This is an optimization exercise on Yosys and OpenROAD, whose aim is small area and a short achievable clock period, not a production implementation.
RTL that was checked went through simulation tests only; none was proved equivalent to the original.

==> module overall_neural_network_training, before the edit <==
module overall_neural_network_training(
	input clock,
	input reset,
	input inp_1,
	input inp_2,
	input inp_3,
	input inp_4,
	input inp_5,
	input inp_6,
	output outp_1,
	output outp_2,
	output outp_3
);
	wire [5:0] x = {inp_6, inp_5, inp_4, inp_3, inp_2, inp_1};
	wire [5:0] h;     
	wire [5:0] h_nx;  
	wire [2:0] o;     
	wire [2:0] o_nx;  
	reg  [2:0] fin;   
	reg  [5:0] xr;    
	reg  r1;          
	reg  [5:0] xc;
	reg  [5:0] hc;
	reg  [2:0] oc;
	always @(posedge clock or posedge reset)
		if (reset) begin
			xr <= 6'd0;
			r1 <= 1'b1;
			xc <= 6'h3F;
			hc <= 6'h3F;
			oc <= 3'h7;
		end else begin
			xr <= x;
			r1 <= 1'b0;
			xc <= x;
			hc <= h_nx;
			oc <= o_nx;
		end
	localparam [36*12-1:0] INIT_H = {
		12'h005, 12'hFEA, 12'h025, 12'hFF4, 12'h01C, 12'hFE1,    
		12'h013, 12'hFF1, 12'h003, 12'hFED, 12'h015, 12'hFFB,    
		12'h01D, 12'hFF1, 12'h021, 12'h01F, 12'hFE7, 12'h013,    
		12'h008, 12'hFF3, 12'h010, 12'hFEB, 12'h015, 12'hFEA,    
		12'h00C, 12'hFE5, 12'hFDB, 12'h012, 12'hFF1, 12'h020,    
		12'h019, 12'hFF6, 12'h017, 12'hFDC, 12'h00E, 12'hFE9};   
	localparam [18*12-1:0] INIT_O = {
		12'h005, 12'hFF6, 12'h023, 12'hFE3, 12'h019, 12'hFE2,    
		12'h010, 12'hFFD, 12'hFE2, 12'h006, 12'h022, 12'hFE4,    
		12'h002, 12'hFED, 12'h014, 12'h01B, 12'hFE2, 12'hFF5};   
	wire [36*12-1:0] whn;    
	wire [18*12-1:0] won;
	genvar i, j;
	generate
		for (i = 0; i < 6; i = i + 1) begin : hid
			for (j = 0; j < 6; j = j + 1) begin : syn
				synapse #(.INIT(INIT_H[(6*i+j)*12 +: 12])) s (
					.clock(clock), .reset(reset),
					.pre_w(xr[j]), .post_w(h[i]), .pre_c(xc[j]), .post_c(hc[i]),
					.w_nx(whn[(6*i+j)*12 +: 12]));
			end
			neuron_h n (
				.clock(clock), .reset(reset), .r1(r1),
				.in_nx(x), .w_nx(whn[72*i +: 72]), .spike(h[i]), .spike_nx(h_nx[i]));
		end
		for (i = 0; i < 3; i = i + 1) begin : out
			for (j = 0; j < 6; j = j + 1) begin : syn
				synapse #(.INIT(INIT_O[(6*i+j)*12 +: 12])) s (
					.clock(clock), .reset(reset),
					.pre_w(h[j]), .post_w(o[i]), .pre_c(hc[j]), .post_c(oc[i]),
					.w_nx(won[(6*i+j)*12 +: 12]));
			end
			neuron_o n (
				.clock(clock), .reset(reset), .r1(r1),
				.in_nx(h_nx), .w_nx(won[72*i +: 72]), .spike(o[i]), .spike_nx(o_nx[i]));
		end
	endgenerate
	always @(posedge clock)
		fin <= o_nx[0] ? 3'b100 : o_nx[1] ? 3'b010 : o_nx[2] ? 3'b001 : 3'b000;
	assign {outp_1, outp_2, outp_3} = fin;
endmodule
Settings: LEC_CHECK=0, ABC_AREA=1, CAP_MARGIN=20, CORE_MARGIN=2, CORE_UTILIZATION=40, SETUP_SLACK_MARGIN=5, SLEW_MARGIN=20; clock period 10.0 ns.
run.sh (not shown) runs the stock make flow with config.mk's settings and CLKGATE_MAP_FILE= SYNTH_SCRIPT=/design/flow/synth_recipe.tcl, a recipe that flattens the netlist after the stock synthesis.
Then changed:
--- a/flow/design.v
+++ b/flow/design.v
@@ -17,27 +17,21 @@
 	wire [2:0] o;     
 	wire [2:0] o_nx;  
 	reg  [2:0] fin;   
 	reg  [5:0] xr;    
 	reg  r1;          
-	reg  [5:0] xc;
-	reg  [5:0] hc;
-	reg  [2:0] oc;
 	always @(posedge clock or posedge reset)
 		if (reset) begin
 			xr <= 6'd0;
 			r1 <= 1'b1;
-			xc <= 6'h3F;
-			hc <= 6'h3F;
-			oc <= 3'h7;
 		end else begin
 			xr <= x;
 			r1 <= 1'b0;
-			xc <= x;
-			hc <= h_nx;
-			oc <= o_nx;
-		end
+		end
+	wire [5:0] xc = xr | {6{r1}};
+	wire [5:0] hc = h | {6{r1}};
+	wire [2:0] oc = o | {3{r1}};
 	localparam [36*12-1:0] INIT_H = {
 		12'h005, 12'hFEA, 12'h025, 12'hFF4, 12'h01C, 12'hFE1,    
 		12'h013, 12'hFF1, 12'h003, 12'hFED, 12'h015, 12'hFFB,    
 		12'h01D, 12'hFF1, 12'h021, 12'h01F, 12'hFE7, 12'h013,    
 		12'h008, 12'hFF3, 12'h010, 12'hFEB, 12'h015, 12'hFEA,    
Effect: First-iteration DRC count rises by 0.41%; via count is lower by 0.59%; final area goes down by 0.56%; worst setup slack loses 0.043 ns; clock skew falls by 0.030 ns; maximum frequency falls by 0.91%; synthesized area decreases by 0.37%; sequential share of layout area barely changes; die area fell by 0.37%.
No functional check of the RTL was part of any run of this note.


build 84:
The RTL this note starts from:
==> flow/design.v <==
module overall_neural_network_training(
	input clock,
	input reset,
	input inp_1,
	input inp_2,
	input inp_3,
	input inp_4,
	input inp_5,
	input inp_6,
	output outp_1,
	output outp_2,
	output outp_3
);
	wire [5:0] x = {inp_6, inp_5, inp_4, inp_3, inp_2, inp_1};
	wire [5:0] h;     
	wire [5:0] h_nx;  
	wire [2:0] o;     
	wire [2:0] o_nx;  
	reg  [2:0] fin;   
	reg  [5:0] xr;    
	reg  r1;          
	reg  [5:0] xc;
	reg  [5:0] hc;
	reg  [2:0] oc;
	always @(posedge clock or posedge reset)
		if (reset) begin
			xr <= 6'd0;
			r1 <= 1'b1;
			xc <= 6'h3F;
			hc <= 6'h3F;
			oc <= 3'h7;
		end else begin
			xr <= x;
			r1 <= 1'b0;
			xc <= x;
			hc <= h_nx;
			oc <= o_nx;
		end
	localparam [36*12-1:0] INIT_H = {
		12'h005, 12'hFEA, 12'h025, 12'hFF4, 12'h01C, 12'hFE1,    
		12'h013, 12'hFF1, 12'h003, 12'hFED, 12'h015, 12'hFFB,    
		12'h01D, 12'hFF1, 12'h021, 12'h01F, 12'hFE7, 12'h013,    
		12'h008, 12'hFF3, 12'h010, 12'hFEB, 12'h015, 12'hFEA,    
		12'h00C, 12'hFE5, 12'hFDB, 12'h012, 12'hFF1, 12'h020,    
		12'h019, 12'hFF6, 12'h017, 12'hFDC, 12'h00E, 12'hFE9};   
	localparam [18*12-1:0] INIT_O = {
		12'h005, 12'hFF6, 12'h023, 12'hFE3, 12'h019, 12'hFE2,    
		12'h010, 12'hFFD, 12'hFE2, 12'h006, 12'h022, 12'hFE4,    
		12'h002, 12'hFED, 12'h014, 12'h01B, 12'hFE2, 12'hFF5};   
	wire [36*12-1:0] whn;    
	wire [18*12-1:0] won;
	genvar i, j;
	generate
		for (i = 0; i < 6; i = i + 1) begin : hid
			for (j = 0; j < 6; j = j + 1) begin : syn
				synapse #(.INIT(INIT_H[(6*i+j)*12 +: 12])) s (
					.clock(clock), .reset(reset),
					.pre_w(xr[j]), .post_w(h[i]), .pre_c(xc[j]), .post_c(hc[i]),
					.w_nx(whn[(6*i+j)*12 +: 12]));
			end
			neuron_h n (
				.clock(clock), .reset(reset), .r1(r1),
				.in_nx(x), .w_nx(whn[72*i +: 72]), .spike(h[i]), .spike_nx(h_nx[i]));
		end
		for (i = 0; i < 3; i = i + 1) begin : out
			for (j = 0; j < 6; j = j + 1) begin : syn
				synapse #(.INIT(INIT_O[(6*i+j)*12 +: 12])) s (
					.clock(clock), .reset(reset),
					.pre_w(h[j]), .post_w(o[i]), .pre_c(hc[j]), .post_c(oc[i]),
					.w_nx(won[(6*i+j)*12 +: 12]));
			end
			neuron_o n (
				.clock(clock), .reset(reset), .r1(r1),
				.in_nx(h_nx), .w_nx(won[72*i +: 72]), .spike(o[i]), .spike_nx(o_nx[i]));
		end
	endgenerate
	always @(posedge clock)
		fin <= o_nx[0] ? 3'b100 : o_nx[1] ? 3'b010 : o_nx[2] ? 3'b001 : 3'b000;
	assign {outp_1, outp_2, outp_3} = fin;
endmodule
module csa_row #(parameter W = 16) (
	input [W-1:0] a,
	input [W-1:0] b,
	input [W-1:0] c,
	output [W-1:0] s,
	output [W-1:0] cy
);
	assign s = a ^ b ^ c;
	assign cy = ((a & b) | (a & c) | (b & c)) << 1;
endmodule
module lif_update(
	input [15:0] a,
	input [15:0] b,
	input low,            
	input hold,           
	output [12:0] u_nx,
	output fire
);
	wire [15:0] ts, tc;
	csa_row rt (.a(a), .b(b), .c(16'hFFFD), .s(ts), .cy(tc));    
	wire [12:0] t = ts[12:0] + tc[12:0];
	wire [15:0] th = a + b;
	wire f = ~th[15];      
	assign fire = f & ~hold;
	assign u_nx = (f | low | hold) ? 13'h1193 : t;    
endmodule
module low_test(
	input [12:0] u,
	input big,
	input [3:0] part,
	output low
);
	assign low = ~big & (((u == 13'h1193) & (part <= 4'd2)) |
	                     ((u == 13'h1194) & (part <= 4'd1)) |
	                     ((u == 13'h1195) & (part == 4'd0)));
endmodule
module neuron_h(
	input clock,
	input reset,
	input r1,
	input [5:0] in_nx,
	input [71:0] w_nx,
	output reg spike,
	output spike_nx
);
	wire [15:0] g0 = {4'd0, w_nx[11:0]  & {12{in_nx[0]}}};
	wire [15:0] g1 = {4'd0, w_nx[23:12] & {12{in_nx[1]}}};
	wire [15:0] g2 = {4'd0, w_nx[35:24] & {12{in_nx[2]}}};
	wire [15:0] g3 = {4'd0, w_nx[47:36] & {12{in_nx[3]}}};
	wire [15:0] g4 = {4'd0, w_nx[59:48] & {12{in_nx[4]}}};
	wire [15:0] g5 = {4'd0, w_nx[71:60] & {12{in_nx[5]}}};
	wire [15:0] sa, ca, sb, cb, s2, c2;
	csa_row r1a (.a(g0), .b(g1), .c(g2), .s(sa), .cy(ca));
	csa_row r1b (.a(g3), .b(g4), .c(g5), .s(sb), .cy(cb));
	csa_row r2  (.a(sa), .b(ca), .c(sb), .s(s2), .cy(c2));
	reg [12:0] p1;    
	reg [12:0] p2;    
	reg [11:0] p3;    
	always @(posedge clock) begin
		p1 <= s2[12:0];
		p2 <= c2[13:1];
		p3 <= cb[12:1];
	end
	reg [12:0] u;     
	wire [15:0] sx, cx, a, b;
	csa_row u1 (.a({3'd0, p1}), .b({2'd0, p2, 1'b0}), .c({3'd0, p3, 1'b0}), .s(sx), .cy(cx));
	csa_row u2 (.a(sx), .b(cx), .c({{3{u[12]}}, u}), .s(a), .cy(b));
	wire [12:0] u_nx;
	wire low;
	low_test lt (.u(u), .big((|p1[12:2]) | (|p2[12:1]) | (|p3[11:1])),
		.part({2'b0, p1[1:0]} + {2'b0, p2[0], 1'b0} + {2'b0, p3[0], 1'b0}), .low(low));
	lif_update up (.a(a), .b(b), .low(low), .hold(r1), .u_nx(u_nx), .fire(spike_nx));
	always @(posedge clock or posedge reset)
		if (reset) begin
			u <= 13'h1193;
			spike <= 1'b0;
		end else begin
			u <= u_nx;
			spike <= spike_nx;
		end
endmodule
module neuron_o(
	input clock,
	input reset,
	input r1,
	input [5:0] in_nx,
	input [71:0] w_nx,
	output reg spike,
	output spike_nx
);
	wire [15:0] g0 = {4'd0, w_nx[11:0]  & {12{in_nx[0]}}};
	wire [15:0] g1 = {4'd0, w_nx[23:12] & {12{in_nx[1]}}};
	wire [15:0] g2 = {4'd0, w_nx[35:24] & {12{in_nx[2]}}};
	wire [15:0] g3 = {4'd0, w_nx[47:36] & {12{in_nx[3]}}};
	wire [15:0] g4 = {4'd0, w_nx[59:48] & {12{in_nx[4]}}};
	wire [15:0] g5 = {4'd0, w_nx[71:60] & {12{in_nx[5]}}};
	wire [15:0] sa, ca, sb, cb;
	csa_row r1a (.a(g0), .b(g1), .c(g2), .s(sa), .cy(ca));
	csa_row r1b (.a(g3), .b(g4), .c(g5), .s(sb), .cy(cb));
	reg [11:0] q1;    
	reg [11:0] q2;    
	reg [11:0] q3;    
	reg [11:0] q4;    
	always @(posedge clock) begin
		q1 <= sa[11:0];
		q2 <= ca[12:1];
		q3 <= sb[11:0];
		q4 <= cb[12:1];
	end
	reg [12:0] u;     
	wire [15:0] sx, cx, sy, cy, a, b;
	csa_row u1 (.a({4'd0, q1}), .b({3'd0, q2, 1'b0}), .c({4'd0, q3}), .s(sx), .cy(cx));
	csa_row u2 (.a(sx), .b(cx), .c({{3{u[12]}}, u}), .s(sy), .cy(cy));
	csa_row u3 (.a(sy), .b(cy), .c({3'd0, q4, 1'b0}), .s(a), .cy(b));
	wire [12:0] u_nx;
	wire low;
	low_test lt (.u(u), .big((|q1[11:2]) | (|q2[11:1]) | (|q3[11:2]) | (|q4[11:1])),
		.part({2'b0, q1[1:0]} + {2'b0, q2[0], 1'b0} + {2'b0, q3[1:0]} + {2'b0, q4[0], 1'b0}),
		.low(low));
	lif_update up (.a(a), .b(b), .low(low), .hold(r1), .u_nx(u_nx), .fire(spike_nx));
	always @(posedge clock or posedge reset)
		if (reset) begin
			u <= 13'h1193;
			spike <= 1'b0;
		end else begin
			u <= u_nx;
			spike <= spike_nx;
		end
endmodule
module synapse #(parameter [11:0] INIT = 12'd0) (
	input clock,
	input reset,
	input pre_w,      
	input post_w,
	input pre_c,      
	input post_c,
	output [11:0] w_nx    
);
	reg [11:0] w;
	reg [11:0] cp;    
	reg [11:0] cm;    
	reg f;            
	wire zp = ~|cp[10:0];
	wire zm1 = ~|cm[10:1];
	wire zm = zm1 & ~cm[0];
	wire fp = cp[11] ^ cp[7] ^ cp[1] ^ cp[0] ^ zp;
	wire fm = cm[11] ^ cm[7] ^ cm[1] ^ cm[0] ^ zm;
	wire hold_p = pre_c & ~(post_c & f);
	wire step_p = ~pre_c & ~f;
	wire one_p = ~pre_c & f;
	wire hold_m = post_c & ~(pre_c & f);
	wire step_m = ~post_c & ~f;
	wire one_m = ~post_c & f;
	wire [11:0] cp_nx = ({12{hold_p}} & cp) | ({12{step_p}} & {cp[10:0], fp}) | {11'd0, one_p};
	wire [11:0] cm_nx = ({12{hold_m}} & cm) | ({12{step_m}} & {cm[10:0], fm}) | {11'd0, one_m};
	wire up01 = f | zp;                        
	wire dn2 = f | zm;                         
	wire dn4 = ~f & zm1 & cm[0] & ~cm[11];     
	wire [2:0] lo01 = up01 ? w[2:0] + 3'd1 : w[2:0];
	wire [2:0] lo10 = dn2 ? w[2:0] - 3'd2 : dn4 ? w[2:0] - 3'd4 : w[2:0];
	wire [2:0] lo11 = w[2:0] + 3'd3;
	wire inc01 = up01 & (&w[2:0]);
	wire inc11 = w[2] & (w[1] | w[0]);
	wire dec10 = (dn2 & ~w[2] & ~w[1]) | (dn4 & ~w[2]);
	wire [2:0] lo = pre_w ? (post_w ? lo11 : lo10) : (post_w ? lo01 : w[2:0]);
	wire inc = post_w & (pre_w ? inc11 : inc01);
	wire dec = pre_w & ~post_w & dec10;
	reg [11:0] wn;
	reg all1, all0;
	integer k;
	always @(*) begin
		wn[2:0] = lo;
		all1 = 1'b1;
		all0 = 1'b1;
		for (k = 3; k < 12; k = k + 1) begin
			wn[k] = w[k] ^ ((inc & all1) | (dec & all0));
			all1 = all1 & w[k];
			all0 = all0 & ~w[k];
		end
	end
	assign w_nx = wn;
	always @(posedge clock or posedge reset)
		if (reset) begin
			f <= 1'b1;
			w <= INIT;
		end else begin
			f <= pre_c & post_c;
			w <= wn;
		end
	always @(posedge clock) begin
		cp <= cp_nx;
		cm <= cm_nx;
	end
endmodule
==> flow/config.mk <==
export PLATFORM = sky130hd
export DESIGN_NAME = overall_neural_network_training
export DESIGN_NICKNAME = overall_neural_network_training
export VERILOG_FILES = /design/flow/design.v
export SDC_FILE = /design/flow/constraint.sdc
export NUM_CORES = 4
export LEC_CHECK = 0
export CAP_MARGIN = 20
export CORE_MARGIN = 2
export CORE_UTILIZATION = 65
export CTS_BUF_LIST = sky130_fd_sc_hd__clkbuf_16
export CTS_CLUSTER_DIAMETER = 70
export CTS_CLUSTER_SIZE = 24
export SLEW_MARGIN = 20
==> flow/constraint.sdc <==
create_clock -name core_clock -period 10.0 [get_ports {clock}]
set_input_delay 2.0000 -clock core_clock [delete_from_list [all_inputs] [get_ports {clock}]]
set_output_delay 2.0000 -clock core_clock [all_outputs]
set_load 0.01 [all_outputs]
standard.sh (not shown) runs the stock make flow with config.mk's settings and CLKGATE_MAP_FILE= SYNTH_SCRIPT=/design/flow/synth_recipe.tcl, a recipe that flattens the netlist after the stock synthesis.
==> flow/flow/run.sh <==
#!/bin/bash
set -euo pipefail
SETUP_SLACK_MARGIN=6 bash standard.sh > standard.log 2>&1
Edits applied to the flow inputs when going from build 84 to build 98:
==> flow/design.v, changed modules only <==
module synapse #(parameter [11:0] INIT = 12'd0) (
	input clock,
	input reset,
	input pre_w,      
	input post_w,
	input pre_c,      
	input post_c,
	output [11:0] w_nx    
);
	reg [11:0] w;
	reg [11:0] cp;    
	reg [11:0] cm;    
	reg f;            
	wire zp = ~|cp[10:0];
	wire zm1 = ~|cm[10:1];
	wire zm = zm1 & ~cm[0];
	wire fp = cp[11] ^ cp[7] ^ cp[1] ^ cp[0] ^ zp;
	wire fm = cm[11] ^ cm[7] ^ cm[1] ^ cm[0] ^ zm;
	wire hold_p = pre_c & ~(post_c & f);
	wire step_p = ~pre_c & ~f;
	wire one_p = ~pre_c & f;
	wire hold_m = post_c & ~(pre_c & f);
	wire step_m = ~post_c & ~f;
	wire one_m = ~post_c & f;
	wire [11:0] cp_nx = ({12{hold_p}} & cp) | ({12{step_p}} & {cp[10:0], fp}) | {11'd0, one_p};
	wire [11:0] cm_nx = ({12{hold_m}} & cm) | ({12{step_m}} & {cm[10:0], fm}) | {11'd0, one_m};
	wire up1 = ~pre_w & post_w & (f | zp);
	wire up3 = pre_w & post_w;
	wire dn2 = pre_w & ~post_w & (f | zm);
	wire dn4 = pre_w & ~post_w & ~f & zm1 & cm[0] & ~cm[11];
	wire [2:0] d = {dn2 | dn4, up3 | dn2, up1 | up3};
	wire [3:0] lo = {1'b0, w[2:0]} + {1'b0, d};
	wire inc = (up1 | up3) & lo[3];
	wire dec = (dn2 | dn4) & ~lo[3];
	reg [11:0] wn;
	reg all1, all0;
	integer k;
	always @(*) begin
		wn[2:0] = lo[2:0];
		all1 = 1'b1;
		all0 = 1'b1;
		for (k = 3; k < 12; k = k + 1) begin
			wn[k] = w[k] ^ ((inc & all1) | (dec & all0));
			all1 = all1 & w[k];
			all0 = all0 & ~w[k];
		end
	end
	assign w_nx = wn;
	always @(posedge clock or posedge reset)
		if (reset) begin
			f <= 1'b1;
			w <= INIT;
		end else begin
			f <= pre_c & post_c;
			w <= wn;
		end
	always @(posedge clock) begin
		cp <= cp_nx;
		cm <= cm_nx;
	end
endmodule
Clock net sink count came out exactly the same in build 84 and build 98. Row final-layout worst hold slack: build 98 higher / build 84 lower. Compared with build 84, build 98 improves cell area after technology mapping. The largest family of logic cells by synthesized area comes out simple AND/OR/NAND/NOR gates in one run and compound AO/OA/AOI/OAI gates in the other, namely in build 98 and build 84 respectively. When the final numbers for build 84 and build 98 were put side by side, the via count of the first global-routing pass turned out to be smaller in build 98. For build 98, the capturing instance or port of the critical path was hid[3].n.p1[7], unlike build 84, where it was out[2].n.q1[1]. Cmp build 84 and build 98 / count of inserted tapcells / lower: build 98. Compared with build 84, in build 98 shortest clock period the worst path allows after layout saw an increase; post-route non-filler standard cell count has decreased. Changes observed in build 98 relative to build 84: routed wire length decreased about 7%; pin count of the biggest net entering global routing decreased 20; maximum frequency decreased 1.9%.
Only the layout flow was run in build 84; the RTL was not checked for function there.

port drivers added, routing unchanged:
The flow's constraints put no driver on any port. The routed layouts listed below were extracted and timed again, unchanged, in two steps.
Step 1 assumes that a clkbuf_16 drives the clock port and a buf_2 every other input.
Step 2, shift: input delay + t, output delay - t, t = (earliest + latest rising clock arrival at the registers) / 2. This alone moves slack from input paths to output paths.
a / b / c = ideal / step 1 / step 2; a / b = the first two.
run	t, ns	slack for setup (ns)	worst hold slack (ns)
the first run of note 1	0.948	5.271 / 5.271 / 4.844	0.479 / 0.479 / 0.479
the second run of note 1	0.941	5.228 / 5.228 / 4.942	0.477 / 0.477 / 0.477
build 84	0.922	5.861 / 5.861 / 5.217	0.460 / 0.460 / 0.460
build 98	0.916	5.781 / 5.781 / 5.386	0.465 / 0.465 / 0.465
After both steps setup and hold are still met in every run listed. For build 84, which loses most, drivers alone change the setup slack by 0.000 ns; drivers and shift together by -0.644 ns.
